From an optimization exercise on the open Yosys and OpenROAD flow, aimed at small area; shortcuts taken in it are not production practice. In this exercise RTL edits were held to simulation tests only and were not proved equivalent to the original. No activity file was given, so power comes from the tool's default toggle rates.

`design/flow/config.mk`:
```
export PLATFORM = sky130hd
export DESIGN_NAME = top
export DESIGN_NICKNAME = top
export VERILOG_FILES = /design/flow/design.v
export SDC_FILE = /design/flow/constraint.sdc
export NUM_CORES = 4
export LEC_CHECK = 0
export ABC_AREA = 1
export CAP_MARGIN = 5
export CORE_MARGIN = 2
export CORE_UTILIZATION = 55
export CTS_BUF_LIST = sky130_fd_sc_hd__clkbuf_8
export CTS_CLUSTER_DIAMETER = 100
export CTS_CLUSTER_SIZE = 16
export SLEW_MARGIN = 5
```
`design/flow/constraint.sdc`:
```
create_clock -name core_clock -period 6.5 [get_ports {clk}]
set_input_delay 1.3000 -clock core_clock [delete_from_list [all_inputs] [get_ports {clk}]]
set_output_delay 1.3000 -clock core_clock [all_outputs]
set_load 0.01 [all_outputs]
```
`design/flow/design.v`:
```
module comp(A,B,lt);
        input [15:0] A,B;
        output lt;
        wire [16:0] c;
        assign c[0] = 1'b0;
        genvar i;
        generate for (i = 0; i < 16; i = i + 1) begin : g
            assign c[i+1] = (~A[i] & B[i]) | (~A[i] & c[i]) | (B[i] & c[i]);
        end endgenerate
        assign lt = c[16];
endmodule
module calc_xor(data1,data2,out);
        input [15:0] data1,data2;
        output [15:0] out;
        assign out = data1 ^ data2;
endmodule
module right_shift(X,shift,a15,R);
        input [15:0] X;
        input [3:0] shift;
        input a15;
        output [15:0] R;
        wire [3:0] top = {shift[3] | shift[2], shift[3], shift[3] & shift[2], 1'b0};   
        wire [15:0] xs = {top[3] ? {4{a15}} : X[15:12], top[2] ? {4{a15}} : X[11:8],
                          top[1] ? {4{a15}} : X[7:4], X[3:0]};
        wire s = xs[15];
        wire [15:0] asr = shift[1] ? (shift[0] ? {{3{s}}, xs[15:3]} : {{2{s}}, xs[15:2]})
                                   : (shift[0] ? {s, xs[15:1]} : xs);
        wire [15:0] z = (shift == 4'd8) ? 16'hfc00 : shift[3] ? 16'h8000 : 16'h0000;
        assign R = asr & ~z;
endmodule
module lcd_driver(l1,l2,shown,clk,rst,ph,LCD_RS,LCD_W,LCD_E,databits);
    input [15:0] l1, l2;
    input shown, clk, rst;
    output [1:0] ph;
    output reg LCD_E, LCD_RS;
    output LCD_W;
    output reg [3:0] databits;
    assign LCD_W = 1'b0;
    reg [4:0] counter;
    reg [1:0] sub;
    reg [6:0] m;
    assign ph = counter[1:0];
    wire ischar = m[5];
    wire [31:0] lbits = {l2, l1};
    wire bitv = lbits[{m[6], ~m[4:1]}];
    wire [3:0] ci = m[3:0];
    wire [3:0] cmd;
    assign cmd[3] = m[6] ? (ci == 4'd0) : ((ci == 4'd5) | (ci == 4'd9) | (ci == 4'd12));
    assign cmd[2] = m[6] ? (ci == 4'd0) : ((ci == 4'd7) | (ci == 4'd9));
    assign cmd[1] = ~m[6] & ((ci <= 4'd4) | (ci == 4'd7));
    assign cmd[0] = ~m[6] & ((ci <= 4'd2) | (ci == 4'd11));
    wire [6:0] m_next = (m == 7'd13) ? 7'd32 : (m == 7'd65) ? 7'd96 : m + 1'b1;
    always @(posedge clk) begin
      if (rst) begin
        counter <= 0; sub <= 0; m <= 0;
        LCD_E <= 0; LCD_RS <= 0; databits <= 0;
      end else begin
        counter <= counter + 1'b1;
        if (counter == 5'd31) begin
            if (sub == 2'd0) LCD_E <= 1'b0;
            if (sub == 2'd2) LCD_E <= 1'b1;
            if (sub == 2'd1) begin
                LCD_RS <= ischar;
                databits <= ~ischar ? cmd : m[0] ? {3'b000, bitv & shown} : {2'b00, shown, shown};
            end
            if (sub == 2'd2) begin
                sub <= 2'd0;
                m <= m_next;
            end else sub <= sub + 1'b1;
        end
      end
    end
endmodule
module calc_interface(bits,clk,rst,rot,reset,ph,l1,l2,shown);
        input [3:0]bits;
        input clk,rst,rot,reset;
        input [1:0] ph;
        output reg [15:0] l1, l2;
        output reg shown;
        reg prev;
        reg [1:0] phs;
        reg [2:0] op;
        reg [3:0] count;
        reg [15:0] w_data;
        reg [4:0] r_addr1, r_addr2, w_addr;
        reg [3:0] shift;
        wire click = ~prev & rot;
        wire idle = (phs == 2'd0), opnd = (phs == 2'd1), exec = (phs == 2'd2), disp = (phs == 2'd3);
        reg [15:0] word [0:31];
        reg clr;                  
        reg wact, wsel;           
        reg [1:0] wcnt;
        wire trig_a = (click & exec & (op == 3'd0)) |
                      ((click | reset) & disp & ((op == 3'd3) | (op == 3'd4)));
        wire trig_b = click & disp & (op >= 3'd5);
        wire wr = trig_a | wact;
        wire [15:0] wsrc = (wsel & ~trig_a) ? l2 : w_data;
        wire [3:0] wnib = (rst | clr) ? 4'd0 : wsrc[{ph, 2'b00} +: 4];
        integer k;
        always @(posedge clk) begin
            for (k = 0; k < 32; k = k + 1)
                word[k] <= {((rst | clr | (wr & (w_addr == k))) ? wnib : word[k][3:0]), word[k][15:4]};
        end
        always @(posedge clk) begin
            if (rst) begin clr <= 1'b1; wact <= 1'b0; wsel <= 1'b0; wcnt <= 2'd0; end
            else begin
                if (ph == 2'd3) clr <= 1'b0;
                if (trig_a) begin wact <= 1'b1; wsel <= 1'b0; wcnt <= 2'd2; end
                else if (trig_b) begin wact <= 1'b1; wsel <= 1'b1; wcnt <= 2'd3; end
                else if (wact) begin
                    if (wcnt == 2'd0) wact <= 1'b0;
                    wcnt <= wcnt - 1'b1;
                end
            end
        end
        wire selb = (exec | disp) & ((op == 3'd2) | (op == 3'd4) | (op == 3'd5) | (op == 3'd6));
        wire [3:0] cur = word[selb ? r_addr2 : r_addr1][3:0];
        wire [1:0] noff = ((op == 3'd7) & ~idle) ? shift[3:2] : 2'd0;
        wire [1:0] q = ph - noff;
        reg [15:0] a_hold, b_hold;
        always @(posedge clk) begin
            if (~selb) a_hold[{q, 2'b00} +: 4] <= cur;
            if (selb) b_hold[{ph, 2'b00} +: 4] <= cur;
        end
        reg [15:0] ra, rb;
        always @* begin
            ra = a_hold;
            if (~selb) ra[{q, 2'b00} +: 4] = cur;
            rb = b_hold;
            if (selb) rb[{ph, 2'b00} +: 4] = cur;
        end
        wire [1:0] s3 = 2'd3 - noff;      
        wire a15 = ra[{s3, 2'b11}];
        wire [15:0] cmp_res, xor_res, s_res;
        comp C0(ra, rb, cmp_res[0]);
        assign cmp_res[15:1] = 15'd0;
        calc_xor X0(ra, rb, xor_res);
        right_shift S0(ra, shift, a15, s_res);
        reg [15:0] n1, n2;
        always @* begin
            n1 = {11'd0, w_addr};
            n2 = w_data;
            case (op)
              3'd1, 3'd3: begin n1 = {11'd0, r_addr1}; n2 = ra; end
              3'd2, 3'd4: begin n1 = ra; n2 = rb; end
              3'd5: n2 = cmp_res;
              3'd6: n2 = xor_res;
              3'd7: n2 = s_res;
              default: ;
            endcase
        end
        wire show = click & disp;
        always @(posedge clk) begin
            if (show) begin l1 <= n1; l2 <= n2; end
            if (rst) shown <= 1'b0; else if (show) shown <= 1'b1;
        end
        wire c0 = (count == 4'd0), c1 = (count == 4'd1), c2 = (count == 4'd2), c3 = (count == 4'd3),
             c4 = (count == 4'd4), c5 = (count == 4'd5), c6 = (count == 4'd6), c7 = (count == 4'd7),
             c8 = (count == 4'd8), c9 = (count == 4'd9);
        wire o0 = (op == 3'd0), o1 = (op == 3'd1), o2 = (op == 3'd2), o3 = (op == 3'd3),
             o4 = (op == 3'd4), o56 = (op == 3'd5) | (op == 3'd6), o7 = (op == 3'd7);
        wire f_r1lo = ~o0 & c0;
        wire f_r1hi = ~o0 & c1;
        wire f_r2lo = (o2 | o4 | o56) & c2;
        wire f_r2hi = (o2 | o4 | o56) & c3;
        wire f_wlo = (o0 & c0) | ((o3 | o7) & c2) | ((o4 | o56) & c4);
        wire f_whi = (o0 & c1) | ((o3 | o7) & c3) | ((o4 | o56) & c5);
        wire f_sh = o7 & c4;
        wire [3:0] f_d = o0 ? {c5, c4, c3, c2} : o3 ? {c7, c6, c5, c4} : o4 ? {c9, c8, c7, c6} : 4'd0;
        wire fin = (o0 & c5) | (o1 & c1) | (o2 & c3) | (o3 & c7) | (o4 & c9) | (o56 & c5) | (o7 & c4);
        wire valid = (o0 & (count <= 4'd5)) | (o1 & (count <= 4'd1)) | (o2 & (count <= 4'd3)) |
                     (o3 & (count <= 4'd7)) | (o4 & (count <= 4'd9)) | (o56 & (count <= 4'd5)) |
                     (o7 & (count <= 4'd4));
        wire oc = click & opnd;           
        wire [3:0] bz = bits & {4{~rst}};
        wire ld_r1lo = rst | (oc & f_r1lo), ld_r1hi = rst | (oc & f_r1hi);
        wire ld_r2lo = rst | (oc & f_r2lo), ld_r2hi = rst | (oc & f_r2hi);
        wire ld_wlo = rst | (oc & f_wlo), ld_whi = rst | (oc & f_whi);
        wire [3:0] ld_d = {4{rst}} | ({4{oc}} & f_d);
        always @(posedge clk) begin
            if (ld_r1lo) r_addr1[3:0] <= bz;
            if (ld_r1hi) r_addr1[4] <= bz[0];
            if (ld_r2lo) r_addr2[3:0] <= bz;
            if (ld_r2hi) r_addr2[4] <= bz[0];
            if (ld_wlo) w_addr[3:0] <= bz;
            if (ld_whi) w_addr[4] <= bz[0];
            if (ld_d[0]) w_data[3:0] <= bz;
            if (ld_d[1]) w_data[7:4] <= bz;
            if (ld_d[2]) w_data[11:8] <= bz;
            if (ld_d[3]) w_data[15:12] <= bz;
            if (oc & f_sh) shift <= bits;   
        end
        always @(posedge clk) begin
            if (rst) begin
                prev <= 1'b1; phs <= 2'd0; count <= 4'd0;
            end else begin
                prev <= rot;
                if (reset) begin count <= 4'd0; phs <= 2'd0; end
                if (click) begin
                    if (idle) begin phs <= 2'd1; op <= bits[2:0]; end
                    else if (opnd) begin
                        if (valid) begin
                            count <= fin ? 4'd0 : count + 4'd1;
                            if (fin) phs <= 2'd2;
                        end
                    end
                    else if (exec) phs <= 2'd3;
                    else phs <= 2'd0;
                end
            end
        end
endmodule
module detector(clk,rst,rot_a,rot_b,rot);
        input clk,rst,rot_a,rot_b;
        output reg rot;
        always@(posedge clk) begin
                if(rst) rot <= 1'b0;
                else if(rot_a & rot_b) rot <= 1'b1;
                else if(~rot_a & ~rot_b) rot <= 1'b0;
        end
endmodule
module top(bits,clk,rst,rot_a,rot_b,reset,lcd_rs,lcd_w,lcd_e,databits);
        input [3:0]bits;
        input clk,rot_a,rot_b,reset;
        input rst;  
        output lcd_rs,lcd_w,lcd_e;
        output [3:0]databits;
        wire rot;
        wire [15:0] l1, l2;
        wire shown;
        detector D0(clk,rst,rot_a,rot_b,rot);
        wire [1:0] ph;
        calc_interface I0(bits,clk,rst,rot,reset,ph,l1,l2,shown);
        lcd_driver L0(l1,l2,shown,clk,rst,ph,lcd_rs,lcd_w,lcd_e,databits);
endmodule
```
`design/flow/run.sh`:
```
#!/bin/bash
# synth_recipe.tcl (not shown) runs the flow's synth.tcl, then flattens the netlist and writes it again
# the make line also repeats each setting of config.mk as NAME=value (left out here)
make -C /OpenROAD-flow-scripts/flow DESIGN_CONFIG=/design/flow/config.mk WORK_HOME=/design/flow/orfs CLKGATE_MAP_FILE= SYNTH_SCRIPT=/design/flow/synth_recipe.tcl finish
```
==> results of run 1 <==
## Yosys cell counts, types with 2 or more instances
master     number
nand4_1        16
nor3_1         18
nor3b_1         2
o21ai_0       185
o2111a_1        2
nand2_2         6
nand2_1       545
dfxtp_1       578
a22oi_1         5
nor2_2          5
mux2_2          8
o2111ai_1       3
a22o_1          3
edfxtp_1       70
ha_1           38
o311ai_0        2
clkinv_1        2
inv_1         216
a31oi_1         6
a21oi_1        86
nor2_4          2
inv_2           4
buf_2           4
nor2_1        179
o21ai_1         6
o221ai_1       11
o21a_1          8
o211ai_1        7
buf_1           3
o31ai_1         3
o21ai_2         3
nor4_1          2
nand3_1       119
a311oi_1        2
or2_2           6
a211oi_1        9
clkbuf_1       46
mux2i_1         4
xor2_1          2
a221oi_1        5
xnor2_1         2
## routing by layer
metal  routed length, µm  vias to the layer above
li1                    -                     7264
met2               22500                      570
met3                4770                       75
met4                 928                        2
met1               27500                     7043
met5                  10                        -
## worst max-delay path: cells and delay by family, from the launching register on
| kind | cells | cell delay [ns] |
|---|---|---|
| AND/OR/NAND/NOR | 45 | 4.14 |
| buffers and inverters | 3 | 0.51 |
| flip-flops | 1 | 0.46 |
| adder cells (fa/ha/maj) | 1 | 0.23 |
| AO/OA/AOI/OAI | 2 | 0.18 |
## state kept, by name, indices dropped and copies added (netlist names), 2 cells and up, named ones only
| name | count |
|---|---|
| I0.word | 512 |
| I0.a_hold | 16 |
| I0.b_hold | 16 |
| I0.l1 | 16 |
| I0.l2 | 16 |
| I0.w_data | 16 |
| L0.m | 7 |
| I0.r_addr1 | 5 |
| I0.r_addr2 | 5 |
| I0.w_addr | 5 |
| L0.counter | 5 |
| I0.count | 4 |
| I0.shift | 4 |
| L0.databits | 4 |
| I0.op | 3 |
| I0.wcnt | 2 |
| L0.sub | 2 |
## through the flow
| step | hold WS (ns) | util [%] | power (mW) | instance area [µm²] | instances |
|---|---|---|---|---|---|
| 3_3_place_gp | 0.309 | 57.7 | 4.62 | 21800 | 2720 |
| 6_report | 0.299 | 59.5 | 6.39 | 22500 | 2777 |
| 4_1_cts | 0.308 | 59.5 | 6.43 | 22500 | 2777 |
| 3_5_place_dp | 0.312 | 57.7 | 4.63 | 21800 | 2720 |
| 2_1_floorplan | 0.310 | - | 4.49 | 21100 | 2238 |
| 5_1_grt | 0.326 | 59.5 | 6.63 | 22500 | 2777 |
## timing repair
item / in CTS / in global routing
buffers inserted: 0 / 0
setup endpoints to repair: 0 / 1
gates resized for setup: 0 / 1
## cells in the final DEF (no fill, tap or decap), types with 8 or more instances in the layout
cell type,count
o21ai_0,185
edfxtp_1,70
nand3_1,119
buf_4,12
nor3_1,18
ha_1,38
dfxtp_1,578
nor2_1,177
o21a_1,8
clkbuf_8,46
nand4_1,16
clkdlybuf4s50_1,14
o221ai_1,11
a211oi_1,9
mux2_2,8
a21oi_1,86
nand2_1,545
inv_1,222
## kinds of logic after synthesis
logic type                 count (synthesis)  share of synthesized area, %
AOI/OAI and AO/OA                        354                          9.56
DFF                                      648                          64.8
xor gates and xnor gates                   4                         0.166
and+or+nand+nor                          903                          17.5
adders and majority gates                 38                          2.25
muxes                                     12                         0.617
other                                      1                        0.0178
buffers and inverters                    278                          5.03
## power breakdown
group	switching [mW]	leakage, nW	internal [mW]	total (mW)
logic	0.255	3.55	0.0898	0.345
registers	0.0509	5.34	4.15	4.20
clock network	1.19	0.372	0.650	1.84
## layout make-up
class,instances,area (µm²)
repair buffers,27,250
fillers,3368,15300
clock buffers,46,633
flip-flops and latches,648,13700
well taps,511,639
inverters,222,833
multi-input cells,1312,6390
clock inverters,11,58.8
## how the worst min path moves through the flow
stage | start | slack, ns | to
floorplan | I0.word[0][4]$_DFF_P_ | 0.31 | I0.word[0][0]$_DFF_P_
global placement | I0.word[12][11]$_DFF_P_ | 0.31 | I0.word[12][7]$_DFF_P_
global route | I0.word[2][6]$_DFF_P_ | 0.33 | I0.word[2][2]$_DFF_P_
detailed placement | I0.word[10][6]$_DFF_P_ | 0.31 | I0.word[10][2]$_DFF_P_
CTS | I0.word[24][7]$_DFF_P_ | 0.31 | I0.word[24][3]$_DFF_P_
finish | I0.word[20][10]$_DFF_P_ | 0.30 | I0.word[20][6]$_DFF_P_
==> flow_metrics.py, run 1 <==
metrics = {
    "logic_synthesis": {
        "ys_ff_latch": 648,
        "postSynthCellCount": 2238,
        "yosys.area.top_type": "dfxtp_1",
        "syn_area_mm2": 0.0211,
        "ys.flop_type": "dfxtp_1",
        "synth-async-reset-ratio_pct": 0,
        "ys_warn_count": 4,
        "syn_avg_cell_area_um2": 9.42,
        "synth_area_leaders": "dfxtp_1 (55%), edfxtp_1 (10%), nand2_1 (9.7%), o21ai_0 (4.4%), inv_1 (3.8%)",
        "synth_edf_count": 70,
        "syn_nets": 2285,
        "ys_seq_area_share_pct": 64.8,
        "post-synth-top-area-fraction_pct": 54.9,
        "yosysUniqueCellTypes": 56,
    },
    "timing": {
        "final.period_utilization_pct": 88.9,
        "rsz0062_at_grt": "false",
        "fin_skew_ns": 0.0657,
        "setup_tns_ns": 0,
        "worst_pin_slew_ns": 1.05,
        "finalSetupViolations": 0,
        "setup_slack_ns": 0.719,
        "relSlewSlack_pct": 29.8,
        "fmax_mhz": 173,
        "layout_min_cycle_time_ns": 5.78,
        "finalHoldViolCount": 0,
        "slew_viol_final": 0,
    },
    "die": {
        "core_mm2": 0.0378,
        "dieArea_mm2": 0.0399,
        "rows": 71,
        "die_w_um": 200,
        "start_util_pct": 55.9,
        "ios": 16,
        "die_height_um": 200,
    },
    "worst_setup_path": {
        "ff2ff_path_depth": 51,
        "cp_slowest_cell": "nor2_2",
        "crit_path_max_fanout": 23,
        "critPathLaunch": "I0.op[1]$_DFFE_PP_",
        "start_kind": "register",
        "crit_top_cell": "nand2_1",
        "rrSetupSlack_ns": 0.72,
        "crit_arrival_ns": 6.20,
        "slowest_delay_ns": 0.59,
        "timing.rr.start": "I0.op[1]$_DFFE_PP_",
        "timing.rr.end": "I0.l2[0]$_DFFE_PP_",
        "end_kind": "register",
        "worstSetupPathType": "reg2reg",
        "crit_path_end": "I0.l2[0]$_DFFE_PP_",
        "required_ns": 6.92,
    },
    "grt": {
        "grt-ovfl-total": 0,
        "use_met3_pct": 6.13,
        "top_usage_layer": "met1",
        "grt_max_degree": 47,
        "track_usage_pct": 28.4,
        "antenna_found_initial": 2,
        "grt_pass1_vias": 13821,
        "grt_pass1_wl_um": 83800,
        "grtUsageMet1_pct": 44.3,
        "met2_usage_pct": 40.2,
    },
    "detailed_routing": {
        "detail_route.first_pass.iterations": 7,
        "postRouteAntennaNets": 0,
        "wire_per_inst_um": 20.1,
        "num_vias": 14954,
        "viasPerCell": 5.38,
        "drc": 0,
        "first_iter_violations": 1486,
        "wl_um": 55700,
    },
    "place": {
        "io_buffers": 14,
        "hpwl_um": 40600,
        "place_congestion": 0.960,
        "dp_slack_ns": 0.834,
    },
    "power": {
        "vdd_drop_max_mv": 0.256,
        "power_leakage_nw": 9.26,
        "power.density_mw_per_mm2": 284,
    },
    "clock_tree": {
        "clk_path_buf_depth": 3,
        "cts_buffers": 46,
        "clk_latency_ns": 0.69,
        "cts_tree": "yes",
        "htree_levels": 2,
        "cts-root-buf": "clkbuf_8",
        "cts.reportedPaths.clkPinSlew_ns": 0.12,
        "clock_sinks": 648,
        "cts_hold_buf": 0,
    },
    "cells_and_area": {
        "nets": 2304,
        "antenna_cells": 0,
        "area_growth_pct": 6.56,
        "layout-drive-gt1-share_pct": 4.72,
    },
    "hold_path": {
        "hold_depth": 0,
        "hp-class": "reg2reg",
    },
    "job": {
        "max_cap_violations": 0,
    },
    "status": {
        "status": "finished clean",
    },
}
==> run 2: changes to the inputs <==
--- a/design/flow/config.mk
+++ b/design/flow/config.mk
@@ -6,10 +6,10 @@
 export NUM_CORES = 4
 export LEC_CHECK = 0
 export ABC_AREA = 1
-export CAP_MARGIN = 5
+export CAP_MARGIN = 20
 export CORE_MARGIN = 2
 export CORE_UTILIZATION = 55
 export CTS_BUF_LIST = sky130_fd_sc_hd__clkbuf_8
 export CTS_CLUSTER_DIAMETER = 100
 export CTS_CLUSTER_SIZE = 16
-export SLEW_MARGIN = 5
+export SLEW_MARGIN = 20
==> flow_metrics.py, run 2 <==
metrics = {
    "clock_tree": {
        "cts_setup_buffers": 0,
        "cts.reportedPaths.clkPinSlew_ns": 0.12,
        "cts_buffers": 46,
        "clock_sinks": 648,
        "cts_tree": "yes",
        "clk_latency_ns": 0.69,
        "cts-root-buf": "clkbuf_8",
        "cts_hold_buf": 0,
        "htree_levels": 2,
        "clk_path_buf_depth": 3,
    },
    "grt": {
        "top_usage_layer": "met1",
        "antenna_found_initial": 2,
        "use_met3_pct": 6.13,
        "grt_pass1_wl_um": 83800,
        "met2_usage_pct": 40.2,
        "grtUsageMet1_pct": 44.3,
        "grt_max_degree": 47,
        "grt_pass1_vias": 13821,
        "track_usage_pct": 28.4,
        "grt-ovfl-total": 0,
    },
    "cells_and_area": {
        "nets": 2304,
        "area_growth_pct": 6.56,
        "nFillCells": 3368,
        "fin_cells": 2777,
        "regArea_mm2": 0.0137,
        "final_common_cell": "dfxtp_1",
        "final_cell_mix": "dfxtp_1 (578), nand2_1 (545), inv_1 (222)",
        "antenna_cells": 0,
        "largest_register_ffs": 512,
        "multi_input_area_mm2": 0.00639,
        "regMostFlops": "I0.word",
        "layout-drive-gt1-share_pct": 4.72,
    },
    "die": {
        "start_util_pct": 55.9,
        "dieArea_mm2": 0.0399,
        "ios": 16,
        "die_height_um": 200,
        "die_w_um": 200,
        "core_mm2": 0.0378,
        "rows": 71,
    },
    "logic_synthesis": {
        "postSynthCellCount": 2238,
        "synth_common_cells": "dfxtp_1 (578), nand2_1 (545), inv_1 (216), o21ai_0 (185), nor2_1 (179)",
        "yosys.area.top_type": "dfxtp_1",
        "synth_area_leaders": "dfxtp_1 (55%), edfxtp_1 (10%), nand2_1 (9.7%), o21ai_0 (4.4%), inv_1 (3.8%)",
        "ys_ff_latch": 648,
        "ys_warn_count": 4,
        "syn_nets": 2285,
        "syn_area_mm2": 0.0211,
        "ys_seq_area_share_pct": 64.8,
        "synth_edf_count": 70,
        "synth-async-reset-ratio_pct": 0,
        "ys.flop_type": "dfxtp_1",
        "syn_avg_cell_area_um2": 9.42,
        "post-synth-top-area-fraction_pct": 54.9,
        "synth.most_common_cell": "dfxtp_1",
        "yosysUniqueCellTypes": 56,
    },
    "job": {
        "max_cap_violations": 0,
    },
    "worst_setup_path": {
        "crit_arrival_ns": 6.20,
        "end_kind": "register",
        "required_ns": 6.92,
        "crit_top_cell": "nand2_1",
        "crit_path_max_fanout": 23,
        "start_kind": "register",
        "worstSetupPathType": "reg2reg",
        "slowest_delay_ns": 0.59,
        "cp_slowest_cell": "nor2_2",
    },
    "hold_path": {
        "hp-class": "reg2reg",
    },
    "status": {
        "status": "finished clean",
    },
    "detailed_routing": {
        "wire_per_inst_um": 20.1,
        "wl_um": 55700,
        "num_vias": 14954,
        "viasPerCell": 5.38,
        "drc": 0,
        "postRouteAntennaNets": 0,
        "detail_route.first_pass.iterations": 7,
        "first_iter_violations": 1486,
    },
    "power": {
        "vdd_drop_max_mv": 0.256,
        "power_leakage_nw": 9.26,
        "power.density_mw_per_mm2": 284,
    },
    "timing": {
        "slew_viol_final": 0,
        "finalHoldViolCount": 0,
        "worst_pin_slew_ns": 1.05,
        "fin_skew_ns": 0.0657,
        "setup_tns_ns": 0,
        "rsz0062_at_grt": "false",
        "layout_min_cycle_time_ns": 5.78,
        "final.period_utilization_pct": 88.9,
        "relSlewSlack_pct": 29.8,
        "fmax_mhz": 173,
        "finalSetupViolations": 0,
    },
    "place": {
        "place_congestion": 0.960,
        "hpwl_um": 40600,
        "io_buffers": 14,
        "place_inst": 2720,
    },
}
## run 2: cell counts in the layout (fill, tap and decap cells not counted)
Identical to the previous run, type by type.
## run 2: kinds of logic (layout without fill, tap and decap cells)
logic type,after synthesis,count (layout),share of synthesized area [%]
buffers and inverters,278,306,5.03
AOI/OAI and AO/OA,354,354,9.56
muxes,12,12,0.617
adders and majority gates,38,38,2.25
DFF,648,648,64.8
xor gates and xnor gates,4,4,0.166
other,1,1,0.0178
and+or+nand+nor,903,903,17.5
## run 2: cell type report
type                    count  share of cell area (%)
clock buffers              46                    2.82
repair buffers             27                    1.11
well taps                 511                    2.84
clock inverters            11                   0.262
inverters                 222                    3.71
multi-input cells        1312                    28.4
flip-flops and latches    648                    60.8
## run 2: what timing repair did
item,4_1_cts,5_1_grt
gates resized for setup,0,1
hold endpoints to repair,0,0
endpoints found under the setup margin,0,1
## run 2: per-stage QoR
stage          hold slack [ns]  utilization [%]  setup slack [ns]  area, µm²  power [mW]
2_1_floorplan            0.310                -              1.91      21100        4.49
3_3_place_gp             0.309             57.7             0.965      21800        4.62
6_report                 0.299             59.5             0.719      22500        6.39
3_5_place_dp             0.312             57.7             0.834      21800        4.63
4_1_cts                  0.308             59.5             0.820      22500        6.43
5_1_grt                  0.326             59.5           0.00950      22500        6.63
## run 2: path summary, 6_finish.rpt
path	from	end	slack [ns]	cells after the start
setup / recovery	I0.op[1]$_DFFE_PP_	I0.l2[0]$_DFFE_PP_	0.72	51
hold / removal	I0.word[20][10]$_DFF_P_	I0.word[20][6]$_DFF_P_	0.30	0
setup reg to reg	I0.op[1]$_DFFE_PP_	I0.l2[0]$_DFFE_PP_	0.72	51
hold reg to reg	I0.word[20][10]$_DFF_P_	I0.word[20][6]$_DFF_P_	0.30	0
## run 2: critical path: cells and delay by family, from the launching register on
family | cells | cell delay [ns]
buffers and inverters | 3 | 0.51
adders and majority gates | 1 | 0.23
DFF | 1 | 0.46
AOI/OAI and AO/OA | 2 | 0.18
and+or+nand+nor | 45 | 4.14
## run 2: per-layer routing
layer,part of all wire [%],up-vias
met5,0.018,-
met4,1.7,2
met3,8.6,75
met2,40,570
met1,49,7043
li1,-,7264
## run 2: power by group
| group | total, mW | switching [mW] | internal (mW) |
|---|---|---|---|
| Combinational | 0.345 | 0.255 | 0.0898 |
| Clock | 1.84 | 1.19 | 0.650 |
| Sequential | 4.20 | 0.0509 | 4.15 |
==> run 3: changes to the inputs <==
--- a/design/flow/config.mk
+++ b/design/flow/config.mk
@@ -8,8 +8,9 @@
 export ABC_AREA = 1
 export CAP_MARGIN = 20
 export CORE_MARGIN = 2
-export CORE_UTILIZATION = 55
+export CORE_UTILIZATION = 70
 export CTS_BUF_LIST = sky130_fd_sc_hd__clkbuf_8
 export CTS_CLUSTER_DIAMETER = 100
 export CTS_CLUSTER_SIZE = 16
+export PLACE_DENSITY = 0.75
 export SLEW_MARGIN = 20
==> flow_metrics.py, run 3 <==
metrics = {
    "worst_setup_path": {
        "crit_path_max_fanout": 11,
        "worstSetupPathType": "reg2reg",
        "crit_top_cell": "nand2_1",
        "timing.rr.start": "I0.op[2]$_DFFE_PP_",
        "cp_num_buf_inv": 5,
        "crit_path_end": "I0.l2[0]$_DFFE_PP_",
        "timing.rr.end": "I0.l2[0]$_DFFE_PP_",
        "rrSetupSlack_ns": 0.73,
        "start_kind": "register",
        "slowest_delay_ns": 0.49,
        "required_ns": 6.86,
        "cp_slowest_cell": "nor2_2",
        "ff2ff_path_depth": 47,
        "crit_cells": 47,
        "crit_arrival_ns": 6.13,
        "critPathLaunch": "I0.op[2]$_DFFE_PP_",
        "crit_family": "simple AND/OR/NAND/NOR gates",
        "end_kind": "register",
    },
    "clock_tree": {
        "htree_levels": 2,
        "clk_latency_ns": 0.63,
        "clk_path_buf_depth": 3,
        "cts_tree": "yes",
        "cts-root-buf": "clkbuf_8",
        "cts.reportedPaths.clkPinSlew_ns": 0.11,
        "cts_buffers": 46,
        "clock_sinks": 648,
        "cts_hold_buf": 0,
        "cts_setup_buffers": 0,
    },
    "logic_synthesis": {
        "synth_area_leaders": "dfxtp_1 (55%), edfxtp_1 (10%), nand2_1 (9.7%), o21ai_0 (4.4%), inv_1 (3.8%)",
        "synthAdderAreaFrac_pct": 2.25,
        "synth-async-reset-ratio_pct": 0,
        "synthMuxAreaShare_pct": 0.617,
        "ys_warn_count": 4,
        "synth_edf_count": 70,
        "ys_seq_area_share_pct": 64.8,
        "yosysUniqueCellTypes": 56,
        "postSynthCellCount": 2238,
        "yosys.area.top_type": "dfxtp_1",
        "synth_compound_area_share_pct": 9.56,
        "synth_xor_area_share_pct": 0.166,
        "synthSimpleGateAreaFrac_pct": 17.5,
        "ys_ff_latch": 648,
        "ys.flop_type": "dfxtp_1",
        "syn_area_mm2": 0.0211,
        "post-synth-top-area-fraction_pct": 54.9,
        "synth_top_family_by_area": "simple AND/OR/NAND/NOR gates",
        "synth.most_common_cell": "dfxtp_1",
        "syn_avg_cell_area_um2": 9.42,
        "synth_common_cells": "dfxtp_1 (578), nand2_1 (545), inv_1 (216), o21ai_0 (185), nor2_1 (179)",
        "syn_nets": 2285,
    },
    "power": {
        "clkPwrFrac_pct": 28.7,
        "vdd_drop_max_mv": 0.259,
        "power.density_mw_per_mm2": 285,
        "p_int_mw": 4.90,
        "sequentialPowerShare_pct": 65.9,
        "swShare_pct": 23.2,
        "pwr-share-comb_pct": 5.4,
        "p_switching_mw": 1.48,
        "power_leakage_nw": 9.29,
    },
    "die": {
        "die_height_um": 178,
        "core_mm2": 0.0296,
        "die_w_um": 178,
        "rows": 63,
        "start_util_pct": 71.2,
        "dieArea_mm2": 0.0315,
        "ios": 16,
    },
    "timing": {
        "relSlewSlack_pct": 21.1,
        "final.period_utilization_pct": 88.7,
        "finalHoldViolCount": 0,
        "rsz0062_at_grt": "false",
        "slew_viol_final": 0,
        "finalSetupViolations": 0,
        "fmax_mhz": 173,
        "hold-worst-slack_ns": 0.310,
        "fin_skew_ns": 0.0403,
        "setup_tns_ns": 0,
        "layout_min_cycle_time_ns": 5.77,
        "worst_pin_slew_ns": 1.18,
    },
    "detailed_routing": {
        "wire_per_inst_um": 19.8,
        "num_vias": 15469,
        "postRouteAntennaNets": 0,
        "viasPerCell": 5.81,
        "drc": 0,
        "first_iter_violations": 1880,
        "detail_route.first_pass.iterations": 8,
        "wl_um": 52600,
    },
    "grt": {
        "track_usage_pct": 33.6,
        "grt_pass1_wl_um": 80400,
        "grt-ovfl-total": 0,
        "grt_pass1_vias": 14543,
        "grt_max_degree": 41,
        "antenna_found_initial": 2,
    },
    "cells_and_area": {
        "area_growth_pct": 5.97,
        "regMostFlops": "I0.word",
        "layout-drive-gt1-share_pct": 4.80,
        "antenna_cells": 0,
        "final_common_cell": "dfxtp_1",
        "final_cell_mix": "dfxtp_1 (578), nand2_1 (545), inv_1 (225)",
        "nets": 2307,
        "nFillCells": 2092,
        "largest_register_ffs": 512,
    },
    "hold_path": {
        "hp-class": "reg2reg",
        "hold_depth": 0,
        "min-delay-start": "I0.word[6][11]$_DFF_P_",
    },
    "status": {
        "status": "finished clean",
    },
    "place": {
        "io_buffers": 14,
        "place_congestion": 1.03,
        "hpwl_um": 38400,
    },
    "job": {
        "max_cap_violations": 0,
    },
}
[run 3: worst min path at each step]
stage	endpoint	slack, ns
global route	I0.word[6][4]$_DFF_P_	0.32
finish	I0.word[6][7]$_DFF_P_	0.31
global placement	I0.word[7][2]$_DFF_P_	0.31
CTS	I0.word[20][5]$_DFF_P_	0.32
detailed placement	I0.word[10][6]$_DFF_P_	0.31
floorplan	I0.word[0][0]$_DFF_P_	0.31
[run 3: layout make-up]
type / count / area (µm²) / share of cell area [%]
Clock buffer: 46 / 633 / 2.83
Sequential cell: 648 / 13700 / 61.2
Multi-Input combinational cell: 1312 / 6390 / 28.6
Inverter: 222 / 833 / 3.73
Timing Repair Buffer: 30 / 260 / 1.16
Clock inverter: 13 / 77.6 / 0.347
Tap cell: 390 / 488 / 2.18
[run 3: stage by stage]
step	util (%)	area [µm²]	total power [mW]	std cells	setup WS, ns
6_report	75.4	22400	6.38	2661	0.734
5_1_grt	75.4	22400	6.58	2661	0.180
4_1_cts	75.4	22300	6.39	2661	0.637
3_5_place_dp	73.0	21600	4.62	2602	0.667
3_3_place_gp	73.0	21600	4.61	2602	0.913
2_1_floorplan	-	21100	4.49	2238	1.91
[run 3: timing repair]
item	CTS	global route
resized for setup	0	1
endpoints found under the hold margin	0	0
setup endpoints to repair	0	1
[run 3: cells by family after synthesis]
family,count (synthesis)
AOI/OAI and AO/OA,354
buffers and inverters,278
other,1
and+or+nand+nor,903
xor gates and xnor gates,4
muxes,12
adders and majority gates,38
DFF,648
[run 3: power groups by stage]
stage                     Combinational (mW)  Clock [mW]  Sequential [mW]
after global placement                 0.320           0             4.29
final                                  0.343        1.83             4.20
after global routing                   0.377        1.99             4.21
after CTS                              0.332        1.86             4.20
after detailed placement               0.329           0             4.29
after floorplan                        0.225           0             4.27
[run 3: layer usage]
layer	global-route usage, %	vias to the layer above	part of all wire (%)
li1	-	7257	-
met1	49.7	7250	43
met2	48.4	833	42
met3	8.98	127	12
met4	10.0	2	2.8
met5	0	-	0.017
==> run 4: changes to the inputs <==
==> design/flow/config.mk (replaced) <==
export PLATFORM = sky130hd
export DESIGN_NAME = top
export DESIGN_NICKNAME = top
export VERILOG_FILES = /design/flow/design.v
export SDC_FILE = /design/flow/constraint.sdc
export NUM_CORES = 4
export LEC_CHECK = 0
export ABC_AREA = 1
export CAP_MARGIN = 20
export CORE_MARGIN = 2
export CORE_UTILIZATION = 55
export CTS_BUF_LIST = sky130_fd_sc_hd__clkbuf_4 sky130_fd_sc_hd__clkbuf_8
export CTS_CLUSTER_DIAMETER = 100
export CTS_CLUSTER_SIZE = 12
export SLEW_MARGIN = 20
==> flow_metrics.py, run 4 <==
metrics = {
    "clock_tree": {
        "htree_levels": 2,
        "clk_latency_ns": 0.72,
        "cts_buffers": 59,
        "clock_sinks": 648,
        "cts.reportedPaths.clkPinSlew_ns": 0.09,
        "cts_tree": "yes",
        "clk_path_buf_depth": 3,
        "cts_hold_buf": 0,
        "cts-root-buf": "clkbuf_8",
    },
    "cells_and_area": {
        "largest_register_ffs": 512,
        "fin_cells": 2791,
        "layout-drive-gt1-share_pct": 5.57,
        "regArea_mm2": 0.0137,
        "multi_input_area_mm2": 0.00639,
        "fin_util_pct": 60.1,
        "nets": 2317,
        "nFillCells": 3331,
        "antenna_cells": 0,
        "regMostFlops": "I0.word",
        "area_growth_pct": 7.59,
        "final_cell_mix": "dfxtp_1 (578), nand2_1 (545), inv_1 (216)",
        "final_common_cell": "dfxtp_1",
    },
    "worst_setup_path": {
        "timing.rr.end": "I0.l2[0]$_DFFE_PP_",
        "timing.rr.start": "I0.op[1]$_DFFE_PP_",
        "ff2ff_path_depth": 51,
        "worstSetupPathType": "reg2reg",
        "critPathLaunch": "I0.op[1]$_DFFE_PP_",
        "crit_arrival_ns": 6.28,
        "required_ns": 6.93,
        "slowest_delay_ns": 0.59,
        "crit_top_cell": "nand2_1",
        "cp_slowest_cell": "nor2_2",
        "rrSetupSlack_ns": 0.65,
        "end_kind": "register",
        "crit_family": "simple AND/OR/NAND/NOR gates",
        "cp_num_buf_inv": 3,
        "start_kind": "register",
        "crit_path_max_fanout": 23,
    },
    "timing": {
        "finalSetupViolations": 0,
        "setup_tns_ns": 0,
        "final.period_utilization_pct": 90.1,
        "rsz0062_at_grt": "false",
        "layout_min_cycle_time_ns": 5.85,
        "relSlewSlack_pct": 23.6,
        "fin_skew_ns": 0.0791,
        "slew_viol_final": 0,
        "finalHoldViolCount": 0,
        "fmax_mhz": 171,
        "hold-worst-slack_ns": 0.285,
        "worst_pin_slew_ns": 1.14,
    },
    "job": {
        "max_cap_violations": 0,
    },
    "logic_synthesis": {
        "yosysUniqueCellTypes": 56,
        "ys_seq_area_share_pct": 64.8,
        "syn_area_mm2": 0.0211,
        "synth-async-reset-ratio_pct": 0,
        "synth_common_cells": "dfxtp_1 (578), nand2_1 (545), inv_1 (216), o21ai_0 (185), nor2_1 (179)",
        "syn_nets": 2285,
        "synth.most_common_cell": "dfxtp_1",
        "post-synth-top-area-fraction_pct": 54.9,
        "postSynthCellCount": 2238,
        "ys.flop_type": "dfxtp_1",
        "synth_edf_count": 70,
        "synth_area_leaders": "dfxtp_1 (55%), edfxtp_1 (10%), nand2_1 (9.7%), o21ai_0 (4.4%), inv_1 (3.8%)",
        "yosys.area.top_type": "dfxtp_1",
        "ys_ff_latch": 648,
        "syn_avg_cell_area_um2": 9.42,
        "ys_warn_count": 4,
    },
    "grt": {
        "grt_pass1_vias": 13917,
        "track_usage_pct": 28.6,
        "antenna_found_initial": 1,
        "grt-ovfl-total": 0,
        "grt_max_degree": 47,
        "grt_pass1_wl_um": 84200,
    },
    "detailed_routing": {
        "viasPerCell": 5.43,
        "first_iter_violations": 1382,
        "num_vias": 15151,
        "drc": 0,
        "detail_route.first_pass.iterations": 5,
        "postRouteAntennaNets": 0,
        "wl_um": 56100,
        "wire_per_inst_um": 20.1,
    },
    "place": {
        "place_congestion": 0.960,
        "hpwl_um": 40600,
        "place_inst": 2720,
        "io_buffers": 14,
    },
    "hold_path": {
        "hp-class": "reg2reg",
        "hold_depth": 0,
        "min-delay-start": "I0.word[24][7]$_DFF_P_",
        "worst_hold_path.endpoint": "I0.word[24][3]$_DFF_P_",
    },
    "power": {
        "power_leakage_nw": 9.37,
        "power.density_mw_per_mm2": 293,
        "vdd_drop_max_mv": 0.230,
        "p_total_mw": 6.65,
    },
    "die": {
        "die_w_um": 200,
        "rows": 71,
        "die_height_um": 200,
        "start_util_pct": 55.9,
        "core_mm2": 0.0378,
        "ios": 16,
        "dieArea_mm2": 0.0399,
    },
    "status": {
        "status": "finished clean",
    },
}
-- run 4: changes by cell type in the layout (fill, tap and decap cells not counted), sizes merged --
cell      previous run  this run
buf                 16        13
clkbuf              46        68
clkinv               3         2
clkinvlp             1         0
inv                231       223
-- run 4: through the flow --
| stage | cell area (µm²) | setup WS (ns) |
|---|---|---|
| 2_1_floorplan | 21100 | 1.91 |
| 3_3_place_gp | 21800 | 0.965 |
| 3_5_place_dp | 21800 | 0.834 |
| 4_1_cts | 22700 | 0.811 |
| 5_1_grt | 22700 | 0.0101 |
| 6_report | 22700 | 0.645 |
-- run 4: layer usage --
metal,track usage (%),share of wire [%]
met5,0,0
met4,6.72,2.0
met3,6.05,8.5
met2,40.1,40
met1,44.6,49
-- run 4: repair_timing --
| action | in CTS | in global routing |
|---|---|---|
| resized for setup | 0 | 1 |
| setup buffers | 0 | 0 |
| endpoints found under the setup margin | 0 | 1 |
-- run 4: final cells by class --
type	instances	area share [%]
clock buffer	68	3.88
inverter	222	3.67
tap	511	2.82
timing repair buffer	27	1.10
clock inverter	3	0.127
multi-input combinational	1312	28.2
sequential	648	60.3
-- run 4: worst max-delay path by stage --
stage / to / slack (ns) / cells past startpoint
6_report: I0.l2[0]$_DFFE_PP_ / 0.65 / 51
5_1_grt: I0.l2[0]$_DFFE_PP_ / 0.01 / 51
4_1_cts: I0.l2[0]$_DFFE_PP_ / 0.81 / 51
3_5_place_dp: I0.l2[0]$_DFFE_PP_ / 0.83 / 51
3_3_place_gp: I0.l2[0]$_DFFE_PP_ / 0.96 / 51
2_1_floorplan: I0.l2[0]$_DFFE_PP_ / 1.91 / 48
-- run 4: logic make-up (layout without fill, tap and decap cells) --
logic type      Yosys count  after routing  share of synthesized area (%)
mux                      12             12                          0.617
flops                   648            648                           64.8
other cells               1              1                         0.0178
simple gates            903            903                           17.5
xor+xnor                  4              4                          0.166
fa+ha+maj                38             38                           2.25
buf+inv                 278            320                           5.03
compound gates          354            354                           9.56
-- run 4: power breakdown --
| group | total (mW) | switching [mW] | internal [mW] | leakage [nW] |
|---|---|---|---|---|
| logic | 0.345 | 0.255 | 0.0898 | 3.55 |
| clock network | 2.11 | 1.23 | 0.874 | 0.481 |
| registers | 4.20 | 0.0514 | 4.15 | 5.34 |
| total | 6.65 | 1.54 | 5.11 | 9.37 |

## re-timing with driven ports
No port has a modelled driver above. Below, the same layouts with a new extraction and two added sets of constraints.
Step 1 sets driving cells, clkbuf_16 on the clock port and buf_2 on the other inputs (assumed; they add their load-dependent delay and slew).
Step 2, shift: input delay + t, output delay - t, t = (earliest + latest rising clock arrival at the registers) / 2. This alone moves slack from input paths to output paths.
Slacks: ideal / step 1 / step 2; pairs: ideal / step 1.
run | t (ns) | slack for setup (ns) | worst slew at a driven data input, ns
run 1 | 0.707 | 0.719 / 0.719 / 0.719 | 0.03
run 2 | 0.707 | 0.719 / 0.719 / 0.719 | 0.03
run 3 | 0.658 | 0.734 / 0.734 / 0.734 | 0.04
run 4 | 0.732 | 0.645 / 0.645 / 0.645 | 0.03
After both steps setup and hold are still met in every run listed.
